Source: an optimization exercise on an open RTL-to-GDS flow (aim: small area and a short achievable clock period). Production flows keep margins and buffers that such runs may drop.
RTL that was checked went through simulation tests only; none was proved equivalent to the original.
The RTL of run 1 was laid out without a check of its function.
Power is estimated from default activity; no workload was simulated.

## flow/design.v (module list and top-level ports; edited modules follow where they fit)
// module sg_nand2: 1 lines
// module sg_nand3: 1 lines
// module sg_nor2: 1 lines
// module sg_nor2b: 1 lines
// module sg_inv: 1 lines
// module sg_xor2: 1 lines
// module sg_xnor2: 1 lines
// module sg_aoi21: 1 lines
// module sg_oai21: 1 lines
// module add_out: 1040 lines
// module add_q: 836 lines
// module Scrambler: 73 lines
module Scrambler(
  input         clock,
  input         reset,
  input  [63:0] io_in,
  output [63:0] io_out
);
  // ...
==> flow/flow/run.sh <==
#!/bin/bash
# Layout flow: the standard flow (standard.sh, the ORFS make targets), run
# in two steps.  Synthesis is the standard one, unchanged.  The rest of the
# layout differs from the standard flow in these settings only:
#  - the pins are placed by flow/io.tcl (ORFS IO_CONSTRAINTS): io_in[i] and
#    io_out[i] side by side along the bottom edge in bit order, so that the
#    adder between them can be placed compactly;
#  - the port buffers that buffer_ports inserts are plain buffers (buf_2)
#    rather than the delay cell it would pick on its own;
#  - the resizer may swap a cell for one of another footprint
#    (MATCH_CELL_FOOTPRINT=0; sky130hd's platform config sets it to 1).
# Each step's full output goes to its own log file in the work folder.
set -euo pipefail
here=$(pwd)
bash standard.sh synth > run_synth.log 2>&1
bash standard.sh "IO_CONSTRAINTS=$here/flow/io.tcl" IO_PIN_STEP=2 \
  "BUFFER_PORTS_ARGS=-buffer_cell sky130_fd_sc_hd__buf_2" \
  MATCH_CELL_FOOTPRINT=0 finish > run_layout.log 2>&1
==> flow/flow/io.tcl <==
# Pin placement, sourced at the end of floorplanning (ORFS IO_CONSTRAINTS).
# io_in[i] and io_out[i] sit side by side along the bottom edge, in bit order
# (bit 0 at the left), so that the io_in -> io_out adder can be placed as a
# compact strip next to its pins.  clock and reset go on the left edge.
set die [ord::get_die_area]
set W [expr {[lindex $die 2] - [lindex $die 0]}]
set H [expr {[lindex $die 3] - [lindex $die 1]}]
set pitch 0.46
set offset 0.23
set step $::env(IO_PIN_STEP)
set n 128
set span [expr {($n - 1) * $step * $pitch}]
set k [expr {int((($W - $span) / 2.0 - $offset) / $pitch)}]
for {set i 0} {$i < 64} {incr i} {
  foreach p [list "io_in\[$i\]" "io_out\[$i\]"] {
    place_pin -pin_name $p -layer met2 \
      -location [list [expr {$offset + $k * $pitch}] 0.242] -force_to_die_boundary
    incr k $step
  }
}
# the left edge's horizontal pins use met3 on a 0.68 um pitch (offset 0.34)
set row [expr {int(($H / 2.0 - 0.34) / 0.68)}]
place_pin -pin_name clock -layer met3 \
  -location [list 0.4 [expr {0.34 + $row * 0.68}]] -force_to_die_boundary
place_pin -pin_name reset -layer met3 \
  -location [list 0.4 [expr {0.34 + ($row + 8) * 0.68}]] -force_to_die_boundary
==> flow/standard.sh <==
#!/bin/bash
# synth_recipe.tcl (not shown) runs the flow's synth.tcl, then flattens the netlist and writes it again
# the make line also repeats each setting of config.mk as NAME=value (left out here)
make -C /OpenROAD-flow-scripts/flow DESIGN_CONFIG=/design/flow/config.mk WORK_HOME=/design/flow/orfs CLKGATE_MAP_FILE= SYNTH_SCRIPT=/design/flow/synth_recipe.tcl "${@:-finish}"
==> flow/config.mk <==
export PLATFORM = sky130hd
export DESIGN_NAME = Scrambler
export DESIGN_NICKNAME = Scrambler
export VERILOG_FILES = /design/flow/design.v
export SDC_FILE = /design/flow/constraint.sdc
export NUM_CORES = 4
export LEC_CHECK = 0
export CAP_MARGIN = 20
export CORE_MARGIN = 2
export CORE_UTILIZATION = 65
export CTS_CLUSTER_DIAMETER = 80
export CTS_CLUSTER_SIZE = 32
export SETUP_SLACK_MARGIN = 2.5
export SLEW_MARGIN = 20
export SYNTH_HIERARCHICAL = 1
export SYNTH_MINIMUM_KEEP_SIZE = 0
export TNS_END_PERCENT = 5
==> flow/constraint.sdc <==
create_clock -name core_clock -period 6.0 [get_ports {clock}]
set_input_delay 1.2000 -clock core_clock [delete_from_list [all_inputs] [get_ports {clock}]]
set_output_delay 1.2000 -clock core_clock [all_outputs]
set_load 0.01 [all_outputs]
==> flow_summary.toml, run 1 <==
[clocking]
numClockSinks = 1479
postCtsSetupRepairBufs = 32
clk_latency_ps = 640
cts_tree = "built"

[drt]
met2RoutedLength_um = 32400
avgViaCountPerCell = 4.70
ant_nets = 0
drc = 0
first_pass_iters = 4

[min_path]
hold_depth = 0

[final_layout]
fillers = 3663
final_cell_mix = "1,479 x dfxtp_1, 263 x xor2_1, 159 x nor2_1"
multi_input_area_sq_mm = 0.00735
area_growth_pct = 10.9
layout_commonest_cell = "dfxtp_1"

[pwr]
peakVddDrop_v = 0.000328
internal_power_uw = 12300
switchingPower_uw = 3040

[sta]
rsz0062_at_grt = "true"
fin_setup_tns_ps = 0
hold_violations = 0
relSlewSlack_pct = 43.9
setup_viol = 0

[synth]
yosysWarnings = 7
ys_seq_elements = 1479
synth_edf_count = 0
yosysTopAreaCellShare_pct = 80.7
yosys.area.top_type = "dfxtp_1"
synth_ff_type = "dfxtp_1"
yosys-top-cells-area = "dfxtp_1 81%, xor2_1 6.4%, o21ai_1 2.3%"
synth_xor_area_share_pct = 7.67

[placed_design]
place_area_sq_mm = 0.0383
portBuffers = 129

[outcome]
status = "no timing/DRC/antenna violations"

[worst_setup_path]
cp_slowest_stage_delay_ps = 330
crit_start = "io_in[16]"
end_kind = "output port"
crit_cells = 11

[grt]
grt_overflow_total = 0
met2_usage_pct = 38.7
grt_util_met3_pct = 2.63

[floorplan]
die_area_sq_mm = 0.0583
io_pins = 0
==> module Scrambler, before the edit <==
module Scrambler(
  input         clock,
  input         reset,
  input  [63:0] io_in,
  output [63:0] io_out
);
  reg [63:0] p1;
  reg [63:0] p2;
  reg [63:0] p3;
  reg [63:0] p4;
  reg [63:0] p5;
  reg [63:0] p6;
  reg [63:0] q1;
  reg [63:0] q2;
  reg [63:0] q3;
  reg [63:0] q4;
  reg [63:0] q5;
  reg [63:0] q6;
  reg [63:0] q7;
  reg [63:0] q8;
  reg [63:0] q9;
  reg [63:0] q10;
  reg [63:0] q11;
  reg [63:0] q12;
  reg [63:0] q13;
  reg [63:0] q14;
  reg [63:0] q15;
  reg [63:0] q16;
  reg [63:0] q17;
  reg  [4:0] cnt;    
  reg        m6;     
  reg        m18;    
  wire m18_next = !reset && (m18 || cnt == 5'd17);
  wire m6_next  = !reset && (m6 || cnt == 5'd5);
  wire [63:0] io_out2;   
  add_out u_out (.a(io_in), .b(q17), .s(io_out), .s2(io_out2));
  wire [63:0] q1_next;   
  add_q u_q (.a(p1), .b(p6), .s(q1_next));
  always @(posedge clock) begin
    p1  <= io_out2;
    p2  <= p1;
    p3  <= p2;
    p4  <= p3;
    p5  <= p4;
    p6  <= m6_next ? p5 : 64'h0;
    q1  <= q1_next;
    q2 <= q1;
    q3 <= q2;
    q4 <= q3;
    q5 <= q4;
    q6 <= q5;
    q7 <= q6;
    q8 <= q7;
    q9 <= q8;
    q10 <= q9;
    q11 <= q10;
    q12 <= q11;
    q13 <= q12;
    q14 <= q13;
    q15 <= q14;
    q16 <= q15;
    q17 <= m18_next ? q16 : 64'h0;
  end
  always @(posedge clock) begin
    if (reset) begin
      cnt <= 5'd0;
    end else if (!m18) begin
      cnt <= cnt + 5'd1;
    end
    m6  <= m6_next;
    m18 <= m18_next;
  end
endmodule
==> inputs of run 2 (changes only) <==
--- a/flow/design.v
+++ b/flow/design.v
@@ -2,17 +2,17 @@
 module sg_nand3(input a, input b, input c, output y);  assign y = ~(a & b & c); endmodule
 module sg_nor2(input a, input b, output y);   assign y = ~(a | b); endmodule
 module sg_nor2b(input a, input b_n, output y); assign y = ~(a | ~b_n); endmodule
 module sg_inv(input a, output y);             assign y = ~a; endmodule
 module sg_xor2(input a, input b, output y);   assign y = a ^ b; endmodule
 module sg_xnor2(input a, input b, output y);  assign y = ~(a ^ b); endmodule
 module sg_aoi21(input a1, input a2, input b1, output y); assign y = ~((a1 & a2) | b1); endmodule
 module sg_oai21(input a1, input a2, input b1, output y); assign y = ~((a1 | a2) & b1); endmodule
-module add_out(input [63:0] a, input [63:0] b, output [63:0] s, output [63:0] s2);
+module add_out(input [63:0] a, input [63:0] b, output [63:0] s);
   wire g0_0;
   wire p0_0;
   wire x_0;
   wire g0_1;
   wire p0_1;
   wire x_1;
   wire g0_2;
   wire p0_2;
@@ -914,143 +914,79 @@
   sg_inv u449 (.a(g6_55), .y(g6_55_n));
   sg_oai21 u450 (.a1(p0_56), .a2(g6_55_n), .b1(g0_56), .y(g7_56));
   sg_oai21 u451 (.a1(p0_58), .a2(g6_57), .b1(g0_58), .y(g7_58));
   sg_inv u452 (.a(g6_59), .y(g6_59_n));
   sg_oai21 u453 (.a1(p0_60), .a2(g6_59_n), .b1(g0_60), .y(g7_60));
   sg_inv u454 (.a(g6_61), .y(g6_61_n));
   sg_oai21 u455 (.a1(p0_62), .a2(g6_61_n), .b1(g0_62), .y(g7_62));
   assign s[0] = x_0;
-  assign s2[0] = x_0;
   sg_xnor2 u456 (.a(x_1), .b(g0_0), .y(s[1]));
-  sg_xnor2 u457 (.a(x_1), .b(g0_0), .y(s2[1]));
-  sg_xor2 u458 (.a(x_2), .b(g1_1), .y(s[2]));
-  sg_xor2 u459 (.a(x_2), .b(g1_1), .y(s2[2]));
-  sg_xor2 u460 (.a(x_3), .b(g7_2), .y(s[3]));
-  sg_xor2 u461 (.a(x_3), .b(g7_2), .y(s2[3]));
-  sg_xnor2 u462 (.a(x_4), .b(g2_3), .y(s[4]));
-  sg_xnor2 u463 (.a(x_4), .b(g2_3), .y(s2[4]));
-  sg_xor2 u464 (.a(x_5), .b(g7_4), .y(s[5]));
-  sg_xor2 u465 (.a(x_5), .b(g7_4), .y(s2[5]));
-  sg_xnor2 u466 (.a(x_6), .b(g3_5), .y(s[6]));
-  sg_xnor2 u467 (.a(x_6), .b(g3_5), .y(s2[6]));
-  sg_xor2 u468 (.a(x_7), .b(g7_6), .y(s[7]));
-  sg_xor2 u469 (.a(x_7), .b(g7_6), .y(s2[7]));
-  sg_xor2 u470 (.a(x_8), .b(g3_7), .y(s[8]));
-  sg_xor2 u471 (.a(x_8), .b(g3_7), .y(s2[8]));
-  sg_xor2 u472 (.a(x_9), .b(g7_8), .y(s[9]));
-  sg_xor2 u473 (.a(x_9), .b(g7_8), .y(s2[9]));
-  sg_xnor2 u474 (.a(x_10), .b(g4_9), .y(s[10]));
-  sg_xnor2 u475 (.a(x_10), .b(g4_9), .y(s2[10]));
-  sg_xor2 u476 (.a(x_11), .b(g7_10), .y(s[11]));
-  sg_xor2 u477 (.a(x_11), .b(g7_10), .y(s2[11]));
-  sg_xor2 u478 (.a(x_12), .b(g4_11), .y(s[12]));
-  sg_xor2 u479 (.a(x_12), .b(g4_11), .y(s2[12]));
-  sg_xor2 u480 (.a(x_13), .b(g7_12), .y(s[13]));
-  sg_xor2 u481 (.a(x_13), .b(g7_12), .y(s2[13]));
-  sg_xor2 u482 (.a(x_14), .b(g4_13), .y(s[14]));
-  sg_xor2 u483 (.a(x_14), .b(g4_13), .y(s2[14]));
-  sg_xor2 u484 (.a(x_15), .b(g7_14), .y(s[15]));
-  sg_xor2 u485 (.a(x_15), .b(g7_14), .y(s2[15]));
-  sg_xnor2 u486 (.a(x_16), .b(g4_15), .y(s[16]));
-  sg_xnor2 u487 (.a(x_16), .b(g4_15), .y(s2[16]));
-  sg_xor2 u488 (.a(x_17), .b(g7_16), .y(s[17]));
-  sg_xor2 u489 (.a(x_17), .b(g7_16), .y(s2[17]));
-  sg_xnor2 u490 (.a(x_18), .b(g5_17), .y(s[18]));
-  sg_xnor2 u491 (.a(x_18), .b(g5_17), .y(s2[18]));
-  sg_xor2 u492 (.a(x_19), .b(g7_18), .y(s[19]));
-  sg_xor2 u493 (.a(x_19), .b(g7_18), .y(s2[19]));
-  sg_xor2 u494 (.a(x_20), .b(g5_19), .y(s[20]));
-  sg_xor2 u495 (.a(x_20), .b(g5_19), .y(s2[20]));
-  sg_xor2 u496 (.a(x_21), .b(g7_20), .y(s[21]));
-  sg_xor2 u497 (.a(x_21), .b(g7_20), .y(s2[21]));
-  sg_xor2 u498 (.a(x_22), .b(g5_21), .y(s[22]));
-  sg_xor2 u499 (.a(x_22), .b(g5_21), .y(s2[22]));
-  sg_xor2 u500 (.a(x_23), .b(g7_22), .y(s[23]));
-  sg_xor2 u501 (.a(x_23), .b(g7_22), .y(s2[23]));
-  sg_xnor2 u502 (.a(x_24), .b(g5_23), .y(s[24]));
-  sg_xnor2 u503 (.a(x_24), .b(g5_23), .y(s2[24]));
-  sg_xor2 u504 (.a(x_25), .b(g7_24), .y(s[25]));
-  sg_xor2 u505 (.a(x_25), .b(g7_24), .y(s2[25]));
-  sg_xor2 u506 (.a(x_26), .b(g5_25), .y(s[26]));
-  sg_xor2 u507 (.a(x_26), .b(g5_25), .y(s2[26]));
-  sg_xor2 u508 (.a(x_27), .b(g7_26), .y(s[27]));
-  sg_xor2 u509 (.a(x_27), .b(g7_26), .y(s2[27]));
-  sg_xnor2 u510 (.a(x_28), .b(g5_27), .y(s[28]));
-  sg_xnor2 u511 (.a(x_28), .b(g5_27), .y(s2[28]));
-  sg_xor2 u512 (.a(x_29), .b(g7_28), .y(s[29]));
-  sg_xor2 u513 (.a(x_29), .b(g7_28), .y(s2[29]));
-  sg_xnor2 u514 (.a(x_30), .b(g5_29), .y(s[30]));
-  sg_xnor2 u515 (.a(x_30), .b(g5_29), .y(s2[30]));
-  sg_xor2 u516 (.a(x_31), .b(g7_30), .y(s[31]));
-  sg_xor2 u517 (.a(x_31), .b(g7_30), .y(s2[31]));
-  sg_xor2 u518 (.a(x_32), .b(g5_31), .y(s[32]));
-  sg_xor2 u519 (.a(x_32), .b(g5_31), .y(s2[32]));
-  sg_xor2 u520 (.a(x_33), .b(g7_32), .y(s[33]));
-  sg_xor2 u521 (.a(x_33), .b(g7_32), .y(s2[33]));
-  sg_xnor2 u522 (.a(x_34), .b(g6_33), .y(s[34]));
-  sg_xnor2 u523 (.a(x_34), .b(g6_33), .y(s2[34]));
-  sg_xor2 u524 (.a(x_35), .b(g7_34), .y(s[35]));
-  sg_xor2 u525 (.a(x_35), .b(g7_34), .y(s2[35]));
-  sg_xor2 u526 (.a(x_36), .b(g6_35), .y(s[36]));
-  sg_xor2 u527 (.a(x_36), .b(g6_35), .y(s2[36]));
-  sg_xor2 u528 (.a(x_37), .b(g7_36), .y(s[37]));
-  sg_xor2 u529 (.a(x_37), .b(g7_36), .y(s2[37]));
-  sg_xor2 u530 (.a(x_38), .b(g6_37), .y(s[38]));
-  sg_xor2 u531 (.a(x_38), .b(g6_37), .y(s2[38]));
-  sg_xor2 u532 (.a(x_39), .b(g7_38), .y(s[39]));
-  sg_xor2 u533 (.a(x_39), .b(g7_38), .y(s2[39]));
-  sg_xnor2 u534 (.a(x_40), .b(g6_39), .y(s[40]));
-  sg_xnor2 u535 (.a(x_40), .b(g6_39), .y(s2[40]));
-  sg_xor2 u536 (.a(x_41), .b(g7_40), .y(s[41]));
-  sg_xor2 u537 (.a(x_41), .b(g7_40), .y(s2[41]));
-  sg_xor2 u538 (.a(x_42), .b(g6_41), .y(s[42]));
-  sg_xor2 u539 (.a(x_42), .b(g6_41), .y(s2[42]));
-  sg_xor2 u540 (.a(x_43), .b(g7_42), .y(s[43]));
-  sg_xor2 u541 (.a(x_43), .b(g7_42), .y(s2[43]));
-  sg_xnor2 u542 (.a(x_44), .b(g6_43), .y(s[44]));
-  sg_xnor2 u543 (.a(x_44), .b(g6_43), .y(s2[44]));
-  sg_xor2 u544 (.a(x_45), .b(g7_44), .y(s[45]));
-  sg_xor2 u545 (.a(x_45), .b(g7_44), .y(s2[45]));
-  sg_xnor2 u546 (.a(x_46), .b(g6_45), .y(s[46]));
-  sg_xnor2 u547 (.a(x_46), .b(g6_45), .y(s2[46]));
-  sg_xor2 u548 (.a(x_47), .b(g7_46), .y(s[47]));
-  sg_xor2 u549 (.a(x_47), .b(g7_46), .y(s2[47]));
-  sg_xor2 u550 (.a(x_48), .b(g6_47), .y(s[48]));
-  sg_xor2 u551 (.a(x_48), .b(g6_47), .y(s2[48]));
-  sg_xor2 u552 (.a(x_49), .b(g7_48), .y(s[49]));
-  sg_xor2 u553 (.a(x_49), .b(g7_48), .y(s2[49]));
-  sg_xor2 u554 (.a(x_50), .b(g6_49), .y(s[50]));
-  sg_xor2 u555 (.a(x_50), .b(g6_49), .y(s2[50]));
-  sg_xor2 u556 (.a(x_51), .b(g7_50), .y(s[51]));
-  sg_xor2 u557 (.a(x_51), .b(g7_50), .y(s2[51]));
-  sg_xnor2 u558 (.a(x_52), .b(g6_51), .y(s[52]));
-  sg_xnor2 u559 (.a(x_52), .b(g6_51), .y(s2[52]));
-  sg_xor2 u560 (.a(x_53), .b(g7_52), .y(s[53]));
-  sg_xor2 u561 (.a(x_53), .b(g7_52), .y(s2[53]));
-  sg_xnor2 u562 (.a(x_54), .b(g6_53), .y(s[54]));
-  sg_xnor2 u563 (.a(x_54), .b(g6_53), .y(s2[54]));
-  sg_xor2 u564 (.a(x_55), .b(g7_54), .y(s[55]));
-  sg_xor2 u565 (.a(x_55), .b(g7_54), .y(s2[55]));
-  sg_xor2 u566 (.a(x_56), .b(g6_55), .y(s[56]));
-  sg_xor2 u567 (.a(x_56), .b(g6_55), .y(s2[56]));
-  sg_xor2 u568 (.a(x_57), .b(g7_56), .y(s[57]));
-  sg_xor2 u569 (.a(x_57), .b(g7_56), .y(s2[57]));
-  sg_xnor2 u570 (.a(x_58), .b(g6_57), .y(s[58]));
-  sg_xnor2 u571 (.a(x_58), .b(g6_57), .y(s2[58]));
-  sg_xor2 u572 (.a(x_59), .b(g7_58), .y(s[59]));
-  sg_xor2 u573 (.a(x_59), .b(g7_58), .y(s2[59]));
-  sg_xor2 u574 (.a(x_60), .b(g6_59), .y(s[60]));
-  sg_xor2 u575 (.a(x_60), .b(g6_59), .y(s2[60]));
-  sg_xor2 u576 (.a(x_61), .b(g7_60), .y(s[61]));
-  sg_xor2 u577 (.a(x_61), .b(g7_60), .y(s2[61]));
-  sg_xor2 u578 (.a(x_62), .b(g6_61), .y(s[62]));
-  sg_xor2 u579 (.a(x_62), .b(g6_61), .y(s2[62]));
-  sg_xor2 u580 (.a(x_63), .b(g7_62), .y(s[63]));
-  sg_xor2 u581 (.a(x_63), .b(g7_62), .y(s2[63]));
+  sg_xor2 u457 (.a(x_2), .b(g1_1), .y(s[2]));
+  sg_xor2 u458 (.a(x_3), .b(g7_2), .y(s[3]));
+  sg_xnor2 u459 (.a(x_4), .b(g2_3), .y(s[4]));
+  sg_xor2 u460 (.a(x_5), .b(g7_4), .y(s[5]));
+  sg_xnor2 u461 (.a(x_6), .b(g3_5), .y(s[6]));
+  sg_xor2 u462 (.a(x_7), .b(g7_6), .y(s[7]));
+  sg_xor2 u463 (.a(x_8), .b(g3_7), .y(s[8]));
+  sg_xor2 u464 (.a(x_9), .b(g7_8), .y(s[9]));
+  sg_xnor2 u465 (.a(x_10), .b(g4_9), .y(s[10]));
+  sg_xor2 u466 (.a(x_11), .b(g7_10), .y(s[11]));
+  sg_xor2 u467 (.a(x_12), .b(g4_11), .y(s[12]));
+  sg_xor2 u468 (.a(x_13), .b(g7_12), .y(s[13]));
+  sg_xor2 u469 (.a(x_14), .b(g4_13), .y(s[14]));
+  sg_xor2 u470 (.a(x_15), .b(g7_14), .y(s[15]));
+  sg_xnor2 u471 (.a(x_16), .b(g4_15), .y(s[16]));
+  sg_xor2 u472 (.a(x_17), .b(g7_16), .y(s[17]));
+  sg_xnor2 u473 (.a(x_18), .b(g5_17), .y(s[18]));
+  sg_xor2 u474 (.a(x_19), .b(g7_18), .y(s[19]));
+  sg_xor2 u475 (.a(x_20), .b(g5_19), .y(s[20]));
+  sg_xor2 u476 (.a(x_21), .b(g7_20), .y(s[21]));
+  sg_xor2 u477 (.a(x_22), .b(g5_21), .y(s[22]));
+  sg_xor2 u478 (.a(x_23), .b(g7_22), .y(s[23]));
+  sg_xnor2 u479 (.a(x_24), .b(g5_23), .y(s[24]));
+  sg_xor2 u480 (.a(x_25), .b(g7_24), .y(s[25]));
+  sg_xor2 u481 (.a(x_26), .b(g5_25), .y(s[26]));
+  sg_xor2 u482 (.a(x_27), .b(g7_26), .y(s[27]));
+  sg_xnor2 u483 (.a(x_28), .b(g5_27), .y(s[28]));
+  sg_xor2 u484 (.a(x_29), .b(g7_28), .y(s[29]));
+  sg_xnor2 u485 (.a(x_30), .b(g5_29), .y(s[30]));
+  sg_xor2 u486 (.a(x_31), .b(g7_30), .y(s[31]));
+  sg_xor2 u487 (.a(x_32), .b(g5_31), .y(s[32]));
+  sg_xor2 u488 (.a(x_33), .b(g7_32), .y(s[33]));
+  sg_xnor2 u489 (.a(x_34), .b(g6_33), .y(s[34]));
+  sg_xor2 u490 (.a(x_35), .b(g7_34), .y(s[35]));
+  sg_xor2 u491 (.a(x_36), .b(g6_35), .y(s[36]));
+  sg_xor2 u492 (.a(x_37), .b(g7_36), .y(s[37]));
+  sg_xor2 u493 (.a(x_38), .b(g6_37), .y(s[38]));
+  sg_xor2 u494 (.a(x_39), .b(g7_38), .y(s[39]));
+  sg_xnor2 u495 (.a(x_40), .b(g6_39), .y(s[40]));
+  sg_xor2 u496 (.a(x_41), .b(g7_40), .y(s[41]));
+  sg_xor2 u497 (.a(x_42), .b(g6_41), .y(s[42]));
+  sg_xor2 u498 (.a(x_43), .b(g7_42), .y(s[43]));
+  sg_xnor2 u499 (.a(x_44), .b(g6_43), .y(s[44]));
+  sg_xor2 u500 (.a(x_45), .b(g7_44), .y(s[45]));
+  sg_xnor2 u501 (.a(x_46), .b(g6_45), .y(s[46]));
+  sg_xor2 u502 (.a(x_47), .b(g7_46), .y(s[47]));
+  sg_xor2 u503 (.a(x_48), .b(g6_47), .y(s[48]));
+  sg_xor2 u504 (.a(x_49), .b(g7_48), .y(s[49]));
+  sg_xor2 u505 (.a(x_50), .b(g6_49), .y(s[50]));
+  sg_xor2 u506 (.a(x_51), .b(g7_50), .y(s[51]));
+  sg_xnor2 u507 (.a(x_52), .b(g6_51), .y(s[52]));
+  sg_xor2 u508 (.a(x_53), .b(g7_52), .y(s[53]));
+  sg_xnor2 u509 (.a(x_54), .b(g6_53), .y(s[54]));
+  sg_xor2 u510 (.a(x_55), .b(g7_54), .y(s[55]));
+  sg_xor2 u511 (.a(x_56), .b(g6_55), .y(s[56]));
+  sg_xor2 u512 (.a(x_57), .b(g7_56), .y(s[57]));
+  sg_xnor2 u513 (.a(x_58), .b(g6_57), .y(s[58]));
+  sg_xor2 u514 (.a(x_59), .b(g7_58), .y(s[59]));
+  sg_xor2 u515 (.a(x_60), .b(g6_59), .y(s[60]));
+  sg_xor2 u516 (.a(x_61), .b(g7_60), .y(s[61]));
+  sg_xor2 u517 (.a(x_62), .b(g6_61), .y(s[62]));
+  sg_xor2 u518 (.a(x_63), .b(g7_62), .y(s[63]));
 endmodule
 module add_q(input [63:0] a, input [63:0] b, output [63:0] s);
   wire g0_0;
   wire p0_0;
   wire x_0;
   wire g0_1;
   wire p0_1;
   wire x_1;
@@ -1912,22 +1848,21 @@
   reg [63:0] q15;
   reg [63:0] q16;
   reg [63:0] q17;
   reg  [4:0] cnt;    
   reg        m6;     
   reg        m18;    
   wire m18_next = !reset && (m18 || cnt == 5'd17);
   wire m6_next  = !reset && (m6 || cnt == 5'd5);
-  wire [63:0] io_out2;   
-  add_out u_out (.a(io_in), .b(q17), .s(io_out), .s2(io_out2));
+  add_out u_out (.a(io_in), .b(q17), .s(io_out));
   wire [63:0] q1_next;   
   add_q u_q (.a(p1), .b(p6), .s(q1_next));
   always @(posedge clock) begin
-    p1  <= io_out2;
+    p1  <= io_out;
     p2  <= p1;
     p3  <= p2;
     p4  <= p3;
     p5  <= p4;
     p6  <= m6_next ? p5 : 64'h0;
     q1  <= q1_next;
     q2 <= q1;
     q3 <= q2;
==> run 2 against run 1 <==
Effect of this change: largest cell class unchanged; clock power rose by 4%; non-clock buffer count shrank 21; utilization fell by 0.11 points; routed wire length is 1.5% lower; global-route usage increased by 0.55 points; fmax fell by 0.21%; power is 0.81% higher; critical path type unchanged; via count fell by 2.6%; cell area decreased by 2.1%; combinational power down 11%; hold slack better by 9.9 ps; final cell count down 2.4%.
==> flow_summary.toml, run 2 <==
[sta]
fin_setup_tns_ps = 0
rsz0062_at_grt = "true"
worst_hold_slack_ps = 326
setup_viol = 0
fin_crit_sh_pct = 72.8
worst_slew_pin_slew_ps = 817
hold_violations = 0
fmax_mhz = 229
finalCriticalPeriod_ps = 4370
slew_viol_final = 0
skew_ps = 33.8
relSlewSlack_pct = 45.5

[synth]
yosys.area.top_type = "dfxtp_1"
async_flop_share_pct = 0
synth_ff_type = "dfxtp_1"
seq_area_frac_synth_pct = 82.0
syn_inst = 2584
synth_cell_types = 17
yosys-top-cells-area = "dfxtp_1 82%, xor2_1 5.3%, o21ai_1 2.4%"
synth.net_count = 2652
yosysMostFrequentCell = "dfxtp_1"
synth_commonest_cells = "1,479 x dfxtp_1, 220 x xor2_1, 211 x nor2_1, 172 x nand2_1, 170 x o21ai_1"
ys_seq_elements = 1479
synth_edf_count = 0
avgSynthCellArea_sq_um = 14.0
yosysWarnings = 7
yosysTopAreaCellShare_pct = 82.0
synth_area_sq_mm = 0.0361

[floorplan]
dieWidth_um = 240
die_h_um = 240
core-area_sq_mm = 0.0550
row_count = 86
initial_core_util_pct = 65.7
io_pins = 0
die_area_sq_mm = 0.0575

[clocking]
h-tree-depth = 2
cts_buffers = 54
numClockSinks = 1479
clk_pin_slew_ps = 110
clk_latency_ps = 640
root_buffer = "clkbuf_16"
cts_tree = "built"
clockBufferDepth = 3

[grt]
grt_use_met1_pct = 23.6
antenna_found_initial = 6
grt_util_met3_pct = 3.01
grt_pass1_vias = 16621
grt_overflow_total = 0
met2_usage_pct = 40.5
grt_util_all_layers_pct = 21.6
grt_pass1_wl_um = 92800
busiest_layer = "met2"
grt_max_degree = 66

[drt]
first_pass_iters = 5
ant_nets = 0
avgViaCountPerCell = 4.69
drc = 0
vias = 16595
dr.first_iter.drc_count = 654
wl_per_cell_um = 17.4
routed_wl_um = 61500

[worst_setup_path]
cp_slowest_cell = "xor2_1"
path_delay_family = "compound AO/OA/AOI/OAI gates"
worst_r2r_path_depth = 13
cp.buffers_inverters = 3
worstSetupStartpointType = "primary input"
crit_fanout = 7
arrival_ps = 3170
cp_slowest_stage_delay_ps = 340
rr_startpoint = "p1[0]"
rrSetupSlack_ps = 1900
end_kind = "output port"
reg2reg_to = "q1[63]"
crit_start = "io_in[5]"
crit_path_cell_trace = "buf_2 > nor2_2 > o21ai_2 > a21oi_2 > o21ai_4 > a21oi_4 > o21ai_4 > buf_8 > a21oi_2 > o21ai_1 > xor2_1 > buf_2"
cp.required_ps = 4800
crit_type = "in2out"

[min_path]
hold_class = "reg2reg"
whs_endpoint = "q12[19]"
hold_start = "q11[19]"
hold_depth = 0

[final_layout]
layout_commonest_cell = "dfxtp_1"
regArea_sq_mm = 0.0296
multi_input_area_sq_mm = 0.00661
final_layout_size_suffix_gt1_share_pct = 13.9
area_growth_pct = 10.3
fillers = 3589
final_cell_mix = "1,479 x dfxtp_1, 214 x xor2_1, 172 x nor2_1"
layout.nets = 2852

[pwr]
combinationalPowerShare_pct = 1.9
peakVddDrop_v = 0.000333
switchingPower_uw = 3090
powerDensity_mw_per_mm2 = 389
power_frac_seq_pct = 69.5
clkPwrFrac_pct = 28.6
p_total_uw = 15500
p_leak_uw = 0.0170
internal_power_uw = 12400
switching_share_pct = 20.0

[flow_run]
cap_violations = 0

[placed_design]
portBuffers = 129
place_hpwl_um = 42200
place.gp.congestion = 0.892

[outcome]
status = "no timing/DRC/antenna violations"
[run 2: cell types whose count changed after synthesis, sizes merged]
cell | previous run | this run
xnor2 | 54 | 38
xor2 | 267 | 220
buf | 17 | 16
[run 2: final cells by class]
cell class              instances  share of cell area [%]
repair inverters                1                  0.0157
inverters                      59                   0.569
flip-flops and latches       1479                    74.3
multi-input cells            1030                    16.6
clock buffers                  56                    3.47
repair buffers                159                    2.32
clock inverters                 7                   0.333
well taps                     748                    2.35
diodes                          3                  0.0188
[run 2: through the flow]
step	cell area (sq um)	setup WS, ps	std cells	utilization [%]
2_1_floorplan	36200	1940	2584	-
3_3_place_gp	37700	1150	3448	68.6
3_5_place_dp	37700	1090	3448	68.6
4_1_cts	39700	1580	3534	72.1
5_1_grt	39800	1470	3542	72.4
6_report	39800	1630	3542	72.4
[run 2: layer usage]
metal  up-vias  wire (um)
met5         -          0
li1       8425          -
met4         0       3540
met1      7824      24100
met3       141       1560
met2       205      32300
[run 2: timing repair]
| item | CTS | global route |
|---|---|---|
| hold buffers | 0 | 0 |
| gates cloned | 1 | 0 |
| buffers inserted | 22 | 5 |
| pin swaps | 13 | 9 |
| gates resized for setup | 55 | 39 |
| setup endpoints to repair | 75 | 80 |
[run 2: power by group through the flow]
stage | Combinational (uW) | Clock, uW | Sequential [uW]
after CTS | 288 | 4540 | 10800
after floorplan | 160 | 0 | 10900
after detailed placement | 269 | 0 | 11000
final | 293 | 4430 | 10800
after global routing | 321 | 4860 | 10800
after global placement | 265 | 0 | 11000
[run 2: cells by family after synthesis]
family          Yosys count  synth area share [%]
fa+ha+maj                 2                0.0693
flops                  1479                  82.0
simple gates            516                  6.33
xor+xnor                258                  6.26
compound gates          254                  4.36
buf+inv                  75                 0.984
[run 2: how the worst max path moves through the flow]
| stage | end | slack (ps) | cells after the start |
|---|---|---|---|
| 2_1_floorplan | io_out[49] | 1940 | 11 |
| 3_3_place_gp | io_out[37] | 1150 | 13 |
| 3_5_place_dp | io_out[37] | 1090 | 13 |
| 4_1_cts | io_out[61] | 1580 | 13 |
| 5_1_grt | io_out[61] | 1470 | 13 |
| 6_report | io_out[55] | 1630 | 12 |
[run 2: modules after synthesis (local to each module, per instance)]
module	cell area (sq um)	times used	flip-flops and latches
Scrambler	30700	1	1479
add_out	7.51	1	0
sg_oai21	5.00	170	0
sg_aoi21	8.76	81	0
sg_nand2	3.75	172	0
add_q	7.51	1	0
sg_xnor2	8.76	37	0
sg_nor2	3.75	205	0
sg_xor2	8.76	217	0
sg_inv	3.75	56	0
[run 2: worst reg2reg max path: stages, from the launching register on]
cell	delay, ps
dfxtp_1	400
nand2_1	100
o21ai_1	320
a21oi_2	170
o21ai_1	490
a21oi_2	250
o21ai_1	630
inv_1	210
o21ai_1	430
a21oi_2	180
o21ai_1	390
a21oi_2	130
o21ai_1	190
xor2_1	150
==> inputs of run 3 (changes only) <==
--- a/flow/config.mk
+++ b/flow/config.mk
@@ -16,2 +16 @@
 export SYNTH_MINIMUM_KEEP_SIZE = 0
-export TNS_END_PERCENT = 5
==> run 3 against run 2 <==
Effect of this change: still clean on timing, DRC and antenna; clock power about the same; die area unchanged; clock-buffer cell count unchanged; setup slack worse by 67 ps; non-clock buffer count up 106; sequential power about the same; sequential share of layout area down 3.7 points; global-route usage up 0.91 points; routed wire length up 8.2%; combinational power up 31%; clock skew down 3.6 ps.
==> flow_summary.toml, run 3 <==
[outcome]
status = "no timing/DRC/antenna violations"

[synth]
async_flop_share_pct = 0
yosys-top-cells-area = "dfxtp_1 82%, xor2_1 5.3%, o21ai_1 2.4%"
synth_area_sq_mm = 0.0361
synth_edf_count = 0
yosysWarnings = 7
yosys.area.top_type = "dfxtp_1"
synth_commonest_cells = "1,479 x dfxtp_1, 220 x xor2_1, 211 x nor2_1, 172 x nand2_1, 170 x o21ai_1"
synth_ff_type = "dfxtp_1"
syn_inst = 2584
synth_cell_types = 17
synth.net_count = 2652
avgSynthCellArea_sq_um = 14.0
seq_area_frac_synth_pct = 82.0
yosysTopAreaCellShare_pct = 82.0
ys_seq_elements = 1479
yosysMostFrequentCell = "dfxtp_1"

[worst_setup_path]
arrival_ps = 3240
worst_r2r_path_depth = 13
crit_fanout = 4
crit_cells = 13
rr_startpoint = "p1[0]"
crit_path_cell_trace = "nor2_2 > nor2_2 > nand2_2 > nor2_4 > nand2_2 > o21ai_4 > buf_6 > inv_8 > o21ai_4 > inv_1 > o21ai_2 > xor2_1 > buf_2"
cp.buffers_inverters = 4
worstSetupStartpointType = "flip-flop"
cp_slowest_stage_delay_ps = 620
cp_slowest_cell = "dfxtp_1"
cp.required_ps = 4800
crit_start = "q17[31]"
path_delay_family = "simple AND/OR/NAND/NOR gates"
crit_type = "reg2out"
end_kind = "output port"

[final_layout]
area_growth_pct = 16.2
layout_commonest_cell = "dfxtp_1"
final_cell_mix = "1,478 x dfxtp_1, 191 x xor2_1, 150 x nand2_1"
final_layout_size_suffix_gt1_share_pct = 21.5
final_util_pct = 76.3
layout.nets = 2958

[grt]
grt_util_all_layers_pct = 22.5
grt_max_degree = 65
grt_pass1_vias = 17552
grt_pass1_wl_um = 96900
antenna_found_initial = 4
grt_overflow_total = 0

[sta]
fmax_mhz = 225
fin_crit_sh_pct = 74.0
rsz0062_at_grt = "true"
relSlewSlack_pct = 52.5
slew_viol_final = 0
setup_viol = 0
finalCriticalPeriod_ps = 4440
fin_setup_tns_ps = 0
skew_ps = 30.2
worst_slew_pin_slew_ps = 713
hold_violations = 0

[drt]
ant_nets = 0
first_pass_iters = 5
drc = 0
avgViaCountPerCell = 4.76
dr.first_iter.drc_count = 868
routed_wl_um = 66500
vias = 17363
wl_per_cell_um = 18.2

[placed_design]
place_hpwl_um = 42800
place.gp.congestion = 0.883
portBuffers = 129

[floorplan]
initial_core_util_pct = 65.7
core-area_sq_mm = 0.0550
row_count = 86
io_pins = 0
dieWidth_um = 240
die_h_um = 240
die_area_sq_mm = 0.0575

[clocking]
root_buffer = "clkbuf_16"
cts_buffers = 54
clockBufferDepth = 3
clk_pin_slew_ps = 110
h-tree-depth = 2
numClockSinks = 1479
cts_tree = "built"
hold_buffers = 0
clk_latency_ps = 640

[pwr]
clkPwrFrac_pct = 28.4
internal_power_uw = 12400
switchingPower_uw = 3150
switching_share_pct = 20.2
power_frac_seq_pct = 69.2
peakVddDrop_v = 0.000299
p_leak_uw = 0.0179
powerDensity_mw_per_mm2 = 371
combinationalPowerShare_pct = 2.5

[min_path]
hold_start = "q1[54]"
hold_depth = 0
hold_class = "reg2reg"

[flow_run]
cap_violations = 0
[run 3: worst register-to-register path: stages (launching register included)]
cell,delay (ps)
dfxtp_1,390
nand2_1,100
o21ai_1,290
a21oi_2,180
o21ai_2,350
a21oi_2,210
o21ai_4,320
inv_1,150
o21ai_2,300
a21oi_2,170
o21ai_2,270
a21oi_2,120
o21ai_1,180
xor2_1,150
[run 3: routing by layer]
layer | routed length [um] | share of wire, % | vias up | track usage, %
li1 | - | - | 8604 | -
met1 | 25600 | 39 | 8253 | 24.4
met2 | 33300 | 50 | 291 | 40.7
met3 | 2210 | 3.3 | 215 | 3.12
met4 | 5380 | 8.1 | 0 | 15.6
met5 | 0 | 0 | - | 0
[run 3: power by group through the flow]
stage               clock [uW]  sequential, uW  combinational [uW]
floorplan                    0           10900                 163
global placement             0           11000                 271
detailed placement           0           11000                 276
CTS                       4530           10800                 338
global route              4840           10800                 410
finish                    4410           10800                 385
[run 3: worst paths after layout]
check          endpoint  slack [ps]
max          io_out[51]        1560
min              q2[54]         330
max reg2reg      q1[63]        2750
min reg2reg      q2[54]         330
[run 3: Yosys stat by module, one instance, submodules excluded, excerpt]
module | area [sq um] | copies in the design | cells
add_q | 7.51 | 1 | 1
sg_oai21 | 5.00 | 170 | 1
sg_aoi21 | 8.76 | 81 | 1
sg_nand2 | 3.75 | 172 | 1
sg_nor2 | 3.75 | 205 | 1
sg_inv | 3.75 | 56 | 1
[run 3: through the flow]
stage / cells / total power (uW) / hold slack (ps) / worst slack, ps / area, sq um
3_3_place_gp: 3448 / 11200 / 310 / 1130 / 37800
5_1_grt: 3648 / 16100 / 334 / 1450 / 41900
4_1_cts: 3595 / 15600 / 331 / 1680 / 41000
3_5_place_dp: 3448 / 11300 / 312 / 1130 / 37800
2_1_floorplan: 2584 / 11000 / 310 / 1940 / 36300
6_report: 3648 / 15600 / 329 / 1560 / 41900
[run 3: kinds of logic after synthesis]
group	Yosys count	synth area share, %
buf+inv	75	0.984
xor+xnor	258	6.26
compound gates	254	4.36
simple gates	516	6.33
flops	1479	82.0
fa+ha+maj	2	0.0693
[run 3: cell type report]
cell class                      count  area, sq um
Timing Repair inverter              1         11.3
Fill cell                        3358        13000
Clock buffer                       56         1390
Multi-Input combinational cell   1030         7700
Sequential cell                  1479        29600
Tap cell                          748          936
Timing Repair Buffer              265         1940
Clock inverter                      6          110
Antenna cell                        4         10.0
Inverter                           59          234
[run 3: repair_timing]
action	CTS	global route
setup buffers	84	49
setup endpoints to repair	70	62
cloned	1	0
pin swaps	66	73
gates resized for setup	203	142
==> inputs of run 4 (changes only) <==
--- a/flow/config.mk
+++ b/flow/config.mk
@@ -9,3 +9,3 @@
 export CORE_MARGIN = 2
-export CORE_UTILIZATION = 65
+export CORE_UTILIZATION = 72
 export CTS_CLUSTER_DIAMETER = 80
@@ -16 +16,2 @@
 export SYNTH_MINIMUM_KEEP_SIZE = 0
+export TNS_END_PERCENT = 5
==> run 4 against run 3 <==
Effect of this change: final cell count shrank 4.6%; register-to-register slack lost 790 ps; global-route usage grew 2.3 points; highest routed layer unchanged; sequential cell count is the same; synthesized area is the same; clock power shrank 3%; critical path depth is the same; routed wire length shrank 2.1%; sequential share of layout area grew 3.5 points; setup slack gained 75 ps; still clean; hold slack lost 0.74 ps; combinational power shrank 19%.
==> flow_summary.toml, run 4 <==
[final_layout]
fillers = 2726
area_growth_pct = 10.7
layout_commonest_cell = "dfxtp_1"
final_util_pct = 80.2
layout.nets = 2863
final_layout_size_suffix_gt1_share_pct = 15.3
final_cell_mix = "1,479 x dfxtp_1, 208 x xor2_1, 159 x nand2_1"
final_cells = 3479

[sta]
worst_slew_pin_slew_ps = 736
fmax_mhz = 229
hold_violations = 0
setup_viol = 0
fin_setup_tns_ps = 0
fin_crit_sh_pct = 72.7
rsz0062_at_grt = "true"
relSlewSlack_pct = 51.0
slew_viol_final = 0
worst_slack_ps = 1640
finalCriticalPeriod_ps = 4360
skew_ps = 18.6

[drt]
dr.first_iter.drc_count = 803
routed_wl_um = 65100
avgViaCountPerCell = 4.92
wl_per_cell_um = 18.7
ant_nets = 0
vias = 17102
drc = 0
first_pass_iters = 5

[clocking]
h-tree-depth = 2
clk_pin_slew_ps = 110
root_buffer = "clkbuf_16"
clk_latency_ps = 640
cts_tree = "built"
cts_buffers = 52
clockBufferDepth = 3
numClockSinks = 1479

[worst_setup_path]
cp_slowest_cell = "o21ai_4"
worst_r2r_path_depth = 13
worstSetupEndpoint = "io_out[37]"
crit_type = "in2out"
cp.required_ps = 4800
crit_start = "io_in[10]"
rr_startpoint = "p1[0]"
crit_cells = 13
cp_common_cell = "o21ai_2"
path_delay_family = "compound AO/OA/AOI/OAI gates"
reg2reg_to = "q1[63]"
crit_fanout = 5
cp.buffers_inverters = 4
end_kind = "output port"
rrSetupSlack_ps = 1960
arrival_ps = 3160
worstSetupStartpointType = "primary input"
crit_path_cell_trace = "buf_4 > nand2_1 > o21ai_2 > a21oi_4 > o21ai_2 > a21oi_4 > o21ai_4 > clkinv_4 > o21ai_4 > inv_1 > o21ai_2 > xor2_2 > buf_2"
cp_slowest_stage_delay_ps = 260

[floorplan]
io_pins = 0
die_h_um = 228
core-area_sq_mm = 0.0499
initial_core_util_pct = 72.4
row_count = 82
die_area_sq_mm = 0.0520
dieWidth_um = 228

[grt]
grt_util_all_layers_pct = 24.9
antenna_found_initial = 10
grt_pass1_vias = 17439
grt_overflow_total = 0
grt_max_degree = 65
grt_pass1_wl_um = 97600

[pwr]
internal_power_uw = 12300
powerDensity_mw_per_mm2 = 384
clkPwrFrac_pct = 27.8
p_leak_uw = 0.0171
switching_share_pct = 20.0
combinationalPowerShare_pct = 2.0
switchingPower_uw = 3070
peakVddDrop_v = 0.000365
power_frac_seq_pct = 70.2

[synth]
synth-compound-area-share_pct = 4.36
syn_inst = 2584
yosys.area.top_type = "dfxtp_1"
yosysWarnings = 7
synth_area_sq_mm = 0.0361
muxShareOfSynthArea_pct = 0
yosys-top-cells-area = "dfxtp_1 82%, xor2_1 5.3%, o21ai_1 2.4%"
synth.net_count = 2652
synth_cell_types = 17
synth_xor_area_share_pct = 6.26
ys_seq_elements = 1479
async_flop_share_pct = 0
yosysTopAreaCellShare_pct = 82.0
synth_top_family_by_area = "simple AND/OR/NAND/NOR gates"
seq_area_frac_synth_pct = 82.0
synthAdderAreaFrac_pct = 0.0693
synth_commonest_cells = "1,479 x dfxtp_1, 220 x xor2_1, 211 x nor2_1, 172 x nand2_1, 170 x o21ai_1"
synth_edf_count = 0
avgSynthCellArea_sq_um = 14.0
synthSimpleGateAreaFrac_pct = 6.33
synth_ff_type = "dfxtp_1"
yosysMostFrequentCell = "dfxtp_1"

[placed_design]
place_ws_ps = 1130
dpl.cell_count = 3372
place.gp.congestion = 0.944
place_hpwl_um = 43200
portBuffers = 129

[flow_run]
cap_violations = 0

[min_path]
hold_class = "reg2reg"
hold_depth = 0

[outcome]
status = "no timing/DRC/antenna violations"
[run 4: cell counts after synthesis]
No cell type changed its count.
[run 4: cell families after synthesis]
kind of cell,Yosys count
adders and majority gates,2
buffers and inverters,75
xor gates and xnor gates,258
AOI/OAI and AO/OA,254
and+or+nand+nor,516
DFF,1479
[run 4: final cells by class]
class                           count  area, sq um  share of cell area [%]
Antenna cell                        8         20.0                  0.0501
Clock buffer                       54         1340                    3.35
Clock inverter                      4         45.0                   0.113
Inverter                           59          226                   0.567
Multi-Input combinational cell   1030         6820                    17.1
Sequential cell                  1479        29600                    74.1
Tap cell                          672          841                    2.10
Timing Repair Buffer              172         1060                    2.66
Timing Repair inverter              1         6.26                  0.0156
[run 4: stage by stage]
step                total power (uW)  hold slack, ps  area (sq um)
global placement               11200             310         37600
finish                         15400             328         40000
detailed placement             11300             312         37600
global route                   15900             330         40000
floorplan                      11000             310         36200
CTS                            15400             326         39500
[run 4: power by group through the flow]
stage	logic [uW]	registers [uW]	clock network (uW)
after floorplan	160	10900	0
after global placement	264	11000	0
after detailed placement	271	11000	0
after CTS	291	10800	4350
after global routing	337	10800	4680
final	313	10800	4270
[run 4: layer usage]
metal	share of wire, %	track usage (%)	vias to the layer above
met5	0	0	-
li1	-	-	8435
met2	52	45.3	328
met4	7.7	16.3	0
met3	2.8	3.41	215
met1	38	27.1	8124
[run 4: worst min path at each step]
stage               slack, ps  endpoint   start
floorplan                 310     p3[0]   p2[0]
global placement          310   q10[16]  q9[16]
detailed placement        310    p3[45]  p2[45]
CTS                       330   q10[36]  q9[36]
global route              330     q6[7]   q5[7]
finish                    330    q3[29]  q2[29]
[run 4: Yosys stat by module, one instance, submodules excluded]
module | times used | cells inside
Scrambler | 1 | 1644
add_out | 1 | 1
sg_inv | 56 | 1
add_q | 1 | 1
sg_xnor2 | 37 | 1
sg_nand2 | 172 | 1
sg_oai21 | 170 | 1
sg_aoi21 | 81 | 1
sg_nor2 | 205 | 1
sg_xor2 | 217 | 1
[run 4: repair_timing]
action	4_1_cts	5_1_grt
hold buffers	0	0
endpoints found under the setup margin	71	81
gates cloned	1	0
pin swaps	32	37
resized for setup	63	101
setup buffers	25	15
[run 4: worst reg2reg max path: stages (launching register included)]
cell     delay (ps)
dfxtp_1         420
nand2_1         110
o21ai_1         350
a21oi_2         180
o21ai_1         490
a21oi_2         240
o21ai_1         540
inv_1           190
o21ai_1         420
a21oi_2         190
o21ai_1         370
a21oi_2         130
o21ai_1         200
xor2_1          150
==> inputs of run 5 (changes only) <==
--- a/flow/flow/run.sh
+++ b/flow/flow/run.sh
@@ -15,3 +15,3 @@
 bash standard.sh synth > run_synth.log 2>&1
-bash standard.sh "IO_CONSTRAINTS=$here/flow/io.tcl" IO_PIN_STEP=2 \
+bash standard.sh "IO_CONSTRAINTS=$here/flow/io.tcl" IO_PIN_STEP=4 \
   "BUFFER_PORTS_ARGS=-buffer_cell sky130_fd_sc_hd__buf_2" \
--- a/flow/config.mk
+++ b/flow/config.mk
@@ -9,3 +9,3 @@
 export CORE_MARGIN = 2
-export CORE_UTILIZATION = 72
+export CORE_UTILIZATION = 65
 export CTS_CLUSTER_DIAMETER = 80
==> run 5 against run 4 <==
Effect of this change: fmax is 0.78% lower; synthesized area stayed put; routed wire length is 6.9% lower; critical endpoint is now io_out[43]; critical path depth stayed put; clock power is 0.9% higher; clock-buffer cell count stayed put; hold slack worse by 3.5 ps; via count is 2.2% lower; global-route usage is 3.9 points lower; still clean on timing, DRC and antenna; sequential cell count stayed put; setup slack worse by 34 ps.
==> flow_summary.toml, run 5 <==
[outcome]
status = "no timing/DRC/antenna violations"

[placed_design]
place_hpwl_um = 40700
dpl.cell_count = 3447
place.gp.congestion = 0.882
portBuffers = 129

[grt]
grt_overflow_total = 0
grt_util_all_layers_pct = 20.9
antenna_found_initial = 2
grt_pass1_wl_um = 90400
grt_max_degree = 66
grt_pass1_vias = 16524

[min_path]
whs_endpoint = "q15[30]"
hold_start = "q14[30]"
hold_depth = 0
hold_class = "reg2reg"

[sta]
hold_violations = 0
rsz0062_at_grt = "true"
fin_crit_sh_pct = 73.3
finalCriticalPeriod_ps = 4400
worst_slew_pin_slew_ps = 738
worst_hold_slack_ps = 324
slew_viol_final = 0
fin_setup_tns_ps = 0
fmax_mhz = 227
setup_viol = 0
relSlewSlack_pct = 50.8
skew_ps = 21.2

[drt]
wl_per_cell_um = 17.1
avgViaCountPerCell = 4.71
drc = 0
routed_wl_um = 60600
ant_nets = 0
dr.first_iter.drc_count = 753
first_pass_iters = 5
vias = 16727

[synth]
avgSynthCellArea_sq_um = 14.0
ys_seq_elements = 1479
synth_ff_type = "dfxtp_1"
synth_commonest_cells = "1,479 x dfxtp_1, 220 x xor2_1, 211 x nor2_1, 172 x nand2_1, 170 x o21ai_1"
synth_edf_count = 0
yosys.area.top_type = "dfxtp_1"
synth.net_count = 2652
syn_inst = 2584
yosys-top-cells-area = "dfxtp_1 82%, xor2_1 5.3%, o21ai_1 2.4%"
yosysTopAreaCellShare_pct = 82.0
yosysWarnings = 7
yosysMostFrequentCell = "dfxtp_1"
synth_cell_types = 17
seq_area_frac_synth_pct = 82.0
async_flop_share_pct = 0
synth_area_sq_mm = 0.0361

[pwr]
p_leak_uw = 0.0171
peakVddDrop_v = 0.000339
p_total_uw = 15400
powerDensity_mw_per_mm2 = 385

[worst_setup_path]
rrSetupSlack_ps = 2020
rr_startpoint = "p6[0]"
end_kind = "output port"
crit_start = "io_in[18]"
crit_type = "in2out"
cp.required_ps = 4800
reg2reg_to = "q1[63]"
crit_fanout = 5
arrival_ps = 3200
worstSetupStartpointType = "primary input"
worst_r2r_path_depth = 13

[final_layout]
final_cell_mix = "1,479 x dfxtp_1, 216 x xor2_1, 157 x nand2_1"
final_cells = 3553
layout_commonest_cell = "dfxtp_1"
layout.nets = 2868
final_layout_size_suffix_gt1_share_pct = 15.3
diodes = 0
area_growth_pct = 10.8

[clocking]
cts_tree = "built"
numClockSinks = 1479
clk_latency_ps = 630
cts_buffers = 53
h-tree-depth = 2
root_buffer = "clkbuf_16"
clk_pin_slew_ps = 110
clockBufferDepth = 3

[floorplan]
die_area_sq_mm = 0.0575
row_count = 86
dieWidth_um = 240
die_h_um = 240
initial_core_util_pct = 65.7
core-area_sq_mm = 0.0550
io_pins = 0

[flow_run]
cap_violations = 0
[run 5: cell types whose count changed in the layout (fill, tap and decap cells not counted), sizes merged]
cell / before / now
diode: 8 / 0
buf: 172 / 176
clkinv: 1 / 3
[run 5: logic make-up (layout without fill, tap and decap cells)]
| kind of cell | count (synthesis) | count (layout) | share of synthesized area, % |
|---|---|---|---|
| buf+inv | 75 | 296 | 0.984 |
| fa+ha+maj | 2 | 2 | 0.0693 |
| xor+xnor | 258 | 258 | 6.26 |
| flops | 1479 | 1479 | 82.0 |
| compound gates | 254 | 254 | 4.36 |
| simple gates | 516 | 516 | 6.33 |
[run 5: power breakdown]
group / switching, uW / internal (uW)
clock network: 2660 / 1640
registers: 234 / 10500
logic: 184 / 117
[run 5: modules after synthesis (local to each module, per instance)]
| module | flops+latches | copies in the design |
|---|---|---|
| sg_nand2 | 0 | 172 |
| sg_oai21 | 0 | 170 |
| add_out | 0 | 1 |
| sg_aoi21 | 0 | 81 |
| sg_xnor2 | 0 | 37 |
| add_q | 0 | 1 |
| sg_nor2 | 0 | 205 |
| Scrambler | 1479 | 1 |
| sg_inv | 0 | 56 |
| sg_xor2 | 0 | 217 |
[run 5: critical path, cell delays in order]
cell and delay, ps:
buf_2 120, nor2_2 50, nor2_2 160, nand2_2 100, nor2_4 150, nand2_2 90, o21ai_4 280, clkinv_4 190
o21ai_4 200, inv_2 50, o21ai_2 140, xor2_1 250, buf_2 180
[run 5: repair_timing]
item                       4_1_cts  5_1_grt
hold buffers                     0        0
pin swaps                       21       47
gates resized for setup         47      100
setup endpoints to repair       72       76
gates cloned                     1        0
buffers inserted                20       25
[run 5: per-stage QoR]
stage               worst slack (ps)  instance area (sq um)  utilization, %
global placement                1320                  37700            68.6
CTS                             1650                  39500            71.8
global route                    1510                  40000            72.7
floorplan                       1940                  36200               -
detailed placement              1270                  37700            68.6
finish                          1600                  40000            72.7
[run 5: worst max-delay path by stage]
stage                  to  depth (start not counted)
2_1_floorplan  io_out[49]                         11
5_1_grt        io_out[43]                         13
3_3_place_gp   io_out[61]                         13
3_5_place_dp   io_out[61]                         13
6_report       io_out[43]                         13
4_1_cts        io_out[61]                         13
[run 5: layout make-up]
class                           instances  area (sq um)
Timing Repair inverter                  1          6.26
Sequential cell                      1479         29600
Clock inverter                          6          82.6
Fill cell                            3760         15000
Multi-Input combinational cell       1030          6710
Tap cell                              748           936
Inverter                               59           229
Timing Repair Buffer                  176          1080
Clock buffer                           54          1340
[run 5: routing by layer]
metal	wire length (um)	global-route usage (%)	vias to the layer above	part of all wire [%]
met3	1350	2.39	118	2.2
met1	23100	22.2	7973	38
met2	34000	42.1	198	56
met5	0	0	-	0
met4	2100	7.27	0	3.5
li1	-	-	8438	-
==> inputs of run 6 (changes only) <==
--- a/flow/flow/run.sh
+++ b/flow/flow/run.sh
@@ -15,3 +15,3 @@
 bash standard.sh synth > run_synth.log 2>&1
-bash standard.sh "IO_CONSTRAINTS=$here/flow/io.tcl" IO_PIN_STEP=4 \
+bash standard.sh "IO_CONSTRAINTS=$here/flow/io.tcl" IO_PIN_STEP=1 \
   "BUFFER_PORTS_ARGS=-buffer_cell sky130_fd_sc_hd__buf_2" \
==> run 6 against run 5 <==
Effect of this change: power is 1.7% higher; largest power group unchanged; fmax is 0.55% lower; setup slack worse by 25 ps; global-route usage is 2.3 points higher; die area stayed put; hold slack worse by 23 ps; final cell count hardly changed; critical path type unchanged.
==> flow_summary.toml, run 6 <==
[drt]
vias = 17064
met2RoutedLength_um = 33300
dr.first_iter.drc_count = 804
first_pass_iters = 6
top_layer = "met5"
ant_nets = 0
wl_met1_um = 26000
routed-wl-met3_um = 2140
wl_per_cell_um = 18.7
drc = 0
avgViaCountPerCell = 4.81
routed_wl_um = 66300

[worst_setup_path]
rr_startpoint = "p1[0]"
worst_r2r_path_depth = 13
cp.required_ps = 4800
end_kind = "output port"
rrSetupSlack_ps = 1770
cp_slowest_stage_delay_ps = 590
cp.buffers_inverters = 3
reg2reg_to = "q1[63]"
crit_fanout = 6
crit_type = "in2out"
arrival_ps = 3220
crit_path_cell_trace = "buf_2 > nor2_1 > nor2_2 > a21oi_4 > o21ai_4 > a21oi_4 > buf_4 > o21ai_1 > xor2_1 > buf_2"
path_delay_family = "compound AO/OA/AOI/OAI gates"
cp_slowest_cell = "xor2_1"
worstSetupStartpointType = "primary input"

[floorplan]
core-area_sq_mm = 0.0550
io_pins = 0
die_area_sq_mm = 0.0575
die_h_um = 240
row_count = 86
dieWidth_um = 240
initial_core_util_pct = 65.7

[synth]
seq_area_frac_synth_pct = 82.0
synth_area_sq_mm = 0.0361
synth-compound-area-share_pct = 4.36
yosysWarnings = 7
synth_edf_count = 0
synth_top_family_by_area = "simple AND/OR/NAND/NOR gates"
yosysTopAreaCellShare_pct = 82.0
synth_xor_area_share_pct = 6.26
synth.net_count = 2652
ys_seq_elements = 1479
synth_ff_type = "dfxtp_1"
async_flop_share_pct = 0
avgSynthCellArea_sq_um = 14.0
yosys.area.top_type = "dfxtp_1"
synth_cell_types = 17
synthSimpleGateAreaFrac_pct = 6.33
syn_inst = 2584
synthAdderAreaFrac_pct = 0.0693
yosysMostFrequentCell = "dfxtp_1"
muxShareOfSynthArea_pct = 0
yosys-top-cells-area = "dfxtp_1 82%, xor2_1 5.3%, o21ai_1 2.4%"
synth_commonest_cells = "1,479 x dfxtp_1, 220 x xor2_1, 211 x nor2_1, 172 x nand2_1, 170 x o21ai_1"

[sta]
setup_viol = 0
skew_ps = 29.9
fmax_mhz = 226
worst_hold_slack_ps = 301
slew_viol_final = 0
worst_slew_pin_slew_ps = 820
fin_crit_sh_pct = 73.7
fin_setup_tns_ps = 0
relSlewSlack_pct = 45.3
hold_violations = 0
rsz0062_at_grt = "true"
finalCriticalPeriod_ps = 4420

[final_layout]
layout_commonest_cell = "dfxtp_1"
final_cell_mix = "1,479 x dfxtp_1, 212 x xor2_1, 178 x nor2_1"
final_cells = 3550
area_growth_pct = 10.5
layout.nets = 2856
final_layout_size_suffix_gt1_share_pct = 13.8

[pwr]
combinationalPowerShare_pct = 2.0
p_leak_uw = 0.0170
switchingPower_uw = 3180
switching_share_pct = 20.4
internal_power_uw = 12500
clkPwrFrac_pct = 29.3
peakVddDrop_v = 0.000332
powerDensity_mw_per_mm2 = 392
power_frac_seq_pct = 68.8

[min_path]
hold_depth = 0
hold_class = "reg2reg"
hold_start = "q6[2]"
whs_endpoint = "q7[2]"

[grt]
grt_util_all_layers_pct = 23.2
grt_pass1_wl_um = 98200
grt_pass1_vias = 17119
antenna_found_initial = 15
grt_max_degree = 66
grt_overflow_total = 0

[placed_design]
portBuffers = 129
place.gp.congestion = 0.953
place_hpwl_um = 45300
dpl.cell_count = 3456

[flow_run]
cap_violations = 0

[outcome]
status = "no timing/DRC/antenna violations"

[clocking]
cts_tree = "built"
cts_buffers = 56
hold_buffers = 0
clk_latency_ps = 640
numClockSinks = 1479
clk_pin_slew_ps = 100
h-tree-depth = 2
root_buffer = "clkbuf_16"
clockBufferDepth = 3
## run 6: cell counts after synthesis
Identical to the previous run, type by type.
## run 6: cell families (layout without fill, tap and decap cells)
logic type / after synthesis / after routing
simple gates: 516 / 516
fa+ha+maj: 2 / 2
buf+inv: 75 / 286
xor+xnor: 258 / 258
other cells: 0 / 7
compound gates: 254 / 254
flops: 1479 / 1479
## run 6: worst register-to-register path, cell delays in order, from the launching register on
cell	delay, ps
dfxtp_1	430
nand2_1	140
o21ai_1	350
a21oi_2	170
o21ai_1	440
a21oi_2	210
o21ai_1	640
inv_1	210
o21ai_1	540
a21oi_2	190
o21ai_1	380
a21oi_2	130
o21ai_1	180
xor2_1	140
## run 6: routing by layer
layer / global-route usage (%) / vias up
met5: 0 / -
met4: 14.8 / 4
met3: 3.87 / 213
met2: 41.4 / 303
met1: 25.8 / 8114
li1: - / 8430
## run 6: modules after synthesis, one instance, submodules excluded
module,cell area [sq um],flops+latches,copies in the design,cells inside
sg_nand2,3.75,0,172,1
sg_nor2,3.75,0,205,1
sg_oai21,5.00,0,170,1
sg_aoi21,8.76,0,81,1
sg_xor2,8.76,0,217,1
add_q,7.51,0,1,1
sg_inv,3.75,0,56,1
Scrambler,30700,1479,1,1644
sg_xnor2,8.76,0,37,1
add_out,7.51,0,1,1
## run 6: worst max-delay path by stage
stage	from	to	slack (ps)	cells past startpoint
after floorplan	io_in[0]	io_out[49]	1940	11
after global placement	io_in[5]	io_out[43]	1200	13
after detailed placement	io_in[0]	io_out[43]	1180	13
after CTS	io_in[2]	io_out[41]	1630	12
after global routing	io_in[20]	io_out[57]	1490	13
final	io_in[2]	io_out[17]	1580	10
## run 6: power groups by stage
| stage | combinational (uW) | sequential (uW) | clock, uW |
|---|---|---|---|
| global route | 329 | 10800 | 5020 |
| finish | 306 | 10800 | 4580 |
| CTS | 297 | 10800 | 4700 |
| global placement | 276 | 10900 | 0 |
| floorplan | 160 | 10900 | 0 |
| detailed placement | 282 | 11000 | 0 |
## run 6: area by class of cell
class,instances,area (sq um)
clock inverter,7,186
inverter,59,226
antenna,7,17.5
clock buffer,58,1450
fill,3487,15100
tap,748,936
timing repair buffer,162,913
multi-input combinational,1030,6580
sequential,1479,29600
## run 6: timing repair
action	in CTS	in global routing
gates resized for setup	44	34
buffers inserted	15	7
pin swaps	11	7
endpoints found under the setup margin	77	81
hold endpoints to repair	0	0
## run 6: metrics by stage
stage	utilization [%]	instance area (sq um)	worst slack, ps	total power (uW)
global route	72.6	39900	1490	16200
finish	72.6	39900	1580	15600
floorplan	-	36200	1940	11000
global placement	68.7	37800	1200	11200
CTS	72.3	39700	1630	15800
detailed placement	68.7	37800	1180	11300
==> inputs of run 7 (changes only) <==
==> flow/flow/run.sh (replaced) <==
#!/bin/bash
# Layout flow: the standard flow (standard.sh, the ORFS make targets), run
# in two steps.  Synthesis is the standard one, unchanged.  The rest of the
# layout differs from the standard flow in two settings only:
#  - the port buffers that buffer_ports inserts are plain buffers (buf_2)
#    rather than the delay cell it would pick on its own, and
#  - the resizer may swap a cell for one of another footprint
#    (MATCH_CELL_FOOTPRINT=0; sky130hd's platform config sets it to 1).
# Each step's full output goes to its own log file in the work folder.
set -euo pipefail
bash standard.sh synth > run_synth.log 2>&1
bash standard.sh "BUFFER_PORTS_ARGS=-buffer_cell sky130_fd_sc_hd__buf_2" \
  MATCH_CELL_FOOTPRINT=0 finish > run_layout.log 2>&1
removed: flow/flow/io.tcl
==> run 7 against run 6 <==
Effect of this change: synthesized cell count unchanged; non-clock buffer count rose by 6; utilization decreased by 0.45 points; sequential cell count unchanged; critical path depth up 2; combinational power is 12% lower; register-to-register slack better by 310 ps; clock-buffer cell count fell by 5; sequential power hardly changed; setup slack got worse by 93 ps; clock power fell by 7.9%.
==> flow_summary.toml, run 7 <==
[outcome]
status = "no timing/DRC/antenna violations"

[sta]
finalCriticalPeriod_ps = 4510
fin_crit_sh_pct = 75.2
worst_slew_pin_slew_ps = 894
fmax_mhz = 222
skew_ps = 23.2
fin_setup_tns_ps = 0
slew_viol_final = 0
rsz0062_at_grt = "true"
setup_viol = 0
worst_slack_ps = 1490
relSlewSlack_pct = 40.3
worst_hold_slack_ps = 315

[synth]
seq_area_frac_synth_pct = 82.0
async_flop_share_pct = 0
yosysTopAreaCellShare_pct = 82.0
ys_seq_elements = 1479
synth_area_sq_mm = 0.0361
synthAdderAreaFrac_pct = 0.0693
yosys-top-cells-area = "dfxtp_1 82%, xor2_1 5.3%, o21ai_1 2.4%"
yosys.area.top_type = "dfxtp_1"
synthSimpleGateAreaFrac_pct = 6.33
avgSynthCellArea_sq_um = 14.0
synth_commonest_cells = "1,479 x dfxtp_1, 220 x xor2_1, 211 x nor2_1, 172 x nand2_1, 170 x o21ai_1"
yosysMostFrequentCell = "dfxtp_1"
syn_inst = 2584
synth.net_count = 2652
synth_ff_type = "dfxtp_1"
synth_edf_count = 0
synth_top_family_by_area = "simple AND/OR/NAND/NOR gates"
synth_xor_area_share_pct = 6.26
muxShareOfSynthArea_pct = 0

[pwr]
p_leak_uw = 0.0169
peakVddDrop_v = 0.000331

[final_layout]
final_cell_mix = "1,479 x dfxtp_1, 218 x xor2_1, 190 x nor2_1"
final_util_pct = 72.1
final_layout_size_suffix_gt1_share_pct = 13.1
fillers = 3751
layout_commonest_cell = "dfxtp_1"
layout.nets = 2858
fin_area_sq_mm = 0.0397

[worst_setup_path]
worstSetupStartpointType = "primary input"
crit_type = "in2out"
crit_fanout = 6
rrSetupSlack_ps = 2080
end_kind = "output port"
cp_slowest_cell = "xnor2_1"
crit_path_cell_trace = "buf_2 > nor2_1 > nor2_2 > a21oi_2 > o21ai_4 > a21oi_4 > buf_12 > buf_6 > clkinvlp_4 > a21oi_2 > xnor2_1 > buf_2"

[min_path]
hold_class = "reg2reg"

[floorplan]
die_h_um = 240
die_area_sq_mm = 0.0575
core-area_sq_mm = 0.0550
dieWidth_um = 240
initial_core_util_pct = 65.7
io_pins = 130

[clocking]
clk_pin_slew_ps = 110
cts_tree = "built"
cts_buffers = 52

[drt]
routed_wl_um = 49200
ant_nets = 0
avgViaCountPerCell = 4.65
vias = 16493
dr.first_iter.drc_count = 633
drc = 0

[grt]
grt_util_all_layers_pct = 17.3
grt_pass1_wl_um = 79200
antenna_found_initial = 5
grt_pass1_vias = 16162

[placed_design]
place_hpwl_um = 31200
portBuffers = 129
place.gp.congestion = 0.835
## run 7: modules after synthesis (local to each module, per instance)
module / flip-flops and latches / cells inside / copies in the design
sg_inv: 0 / 1 / 56
sg_nor2: 0 / 1 / 205
add_q: 0 / 1 / 1
sg_aoi21: 0 / 1 / 81
sg_xor2: 0 / 1 / 217
sg_xnor2: 0 / 1 / 37
Scrambler: 1479 / 1644 / 1
add_out: 0 / 1 / 1
sg_nand2: 0 / 1 / 172
sg_oai21: 0 / 1 / 170
## run 7: final timing paths
check            from         end  cells after the start
max          io_in[6]  io_out[24]                     12
min           q11[50]     q12[50]                      0
max reg2reg     p1[0]      q1[63]                     14
min reg2reg   q11[50]     q12[50]                      0
## run 7: kinds of logic after synthesis
| logic type | after synthesis |
|---|---|
| compound gates | 254 |
| xor+xnor | 258 |
| fa+ha+maj | 2 |
| buf+inv | 75 |
| flops | 1479 |
| simple gates | 516 |
## run 7: final cells by class
| cell class | count | area [sq um] | area share [%] |
|---|---|---|---|
| Sequential cell | 1479 | 29600 | 74.6 |
| Multi-Input combinational cell | 1030 | 6520 | 16.4 |
| Clock buffer | 53 | 1330 | 3.34 |
| Timing Repair Buffer | 168 | 985 | 2.48 |
| Tap cell | 748 | 936 | 2.36 |
| Inverter | 59 | 238 | 0.599 |
| Clock inverter | 5 | 51.3 | 0.129 |
| Antenna cell | 2 | 5.00 | 0.0126 |
## run 7: stage by stage
stage | power [uW] | std cells
after floorplan | 11000 | 2584
after global placement | 11200 | 3449
after detailed placement | 11200 | 3449
after CTS | 15400 | 3534
after global routing | 15800 | 3542
final | 15200 | 3544
## run 7: worst max-delay path, delay by kind of cell
kind                   cells  cell delay [ps]
AO/OA/AOI/OAI              4              710
XOR/XNOR                   1              290
buffers and inverters      5              830
AND/OR/NAND/NOR            2              270
## run 7: timing repair
action	4_1_cts	5_1_grt
endpoints found under the hold margin	0	0
pin swaps	12	14
endpoints found under the setup margin	71	76
gates resized for setup	29	35
hold buffers	0	0
setup buffers	27	8
## run 7: power by group
group / internal [uW] / switching [uW] / leakage [uW]
Sequential: 10500 / 186 / 0.0124
Combinational: 109 / 161 / 0.00384
Clock: 1610 / 2600 / 0.000678
## run 7: layer usage
| metal | track usage (%) | part of all wire, % |
|---|---|---|
| met5 | 0 | 0 |
| met1 | 24.7 | 50 |
| met3 | 3.10 | 3.6 |
| met2 | 27.5 | 45 |
| met4 | 4.89 | 2.1 |
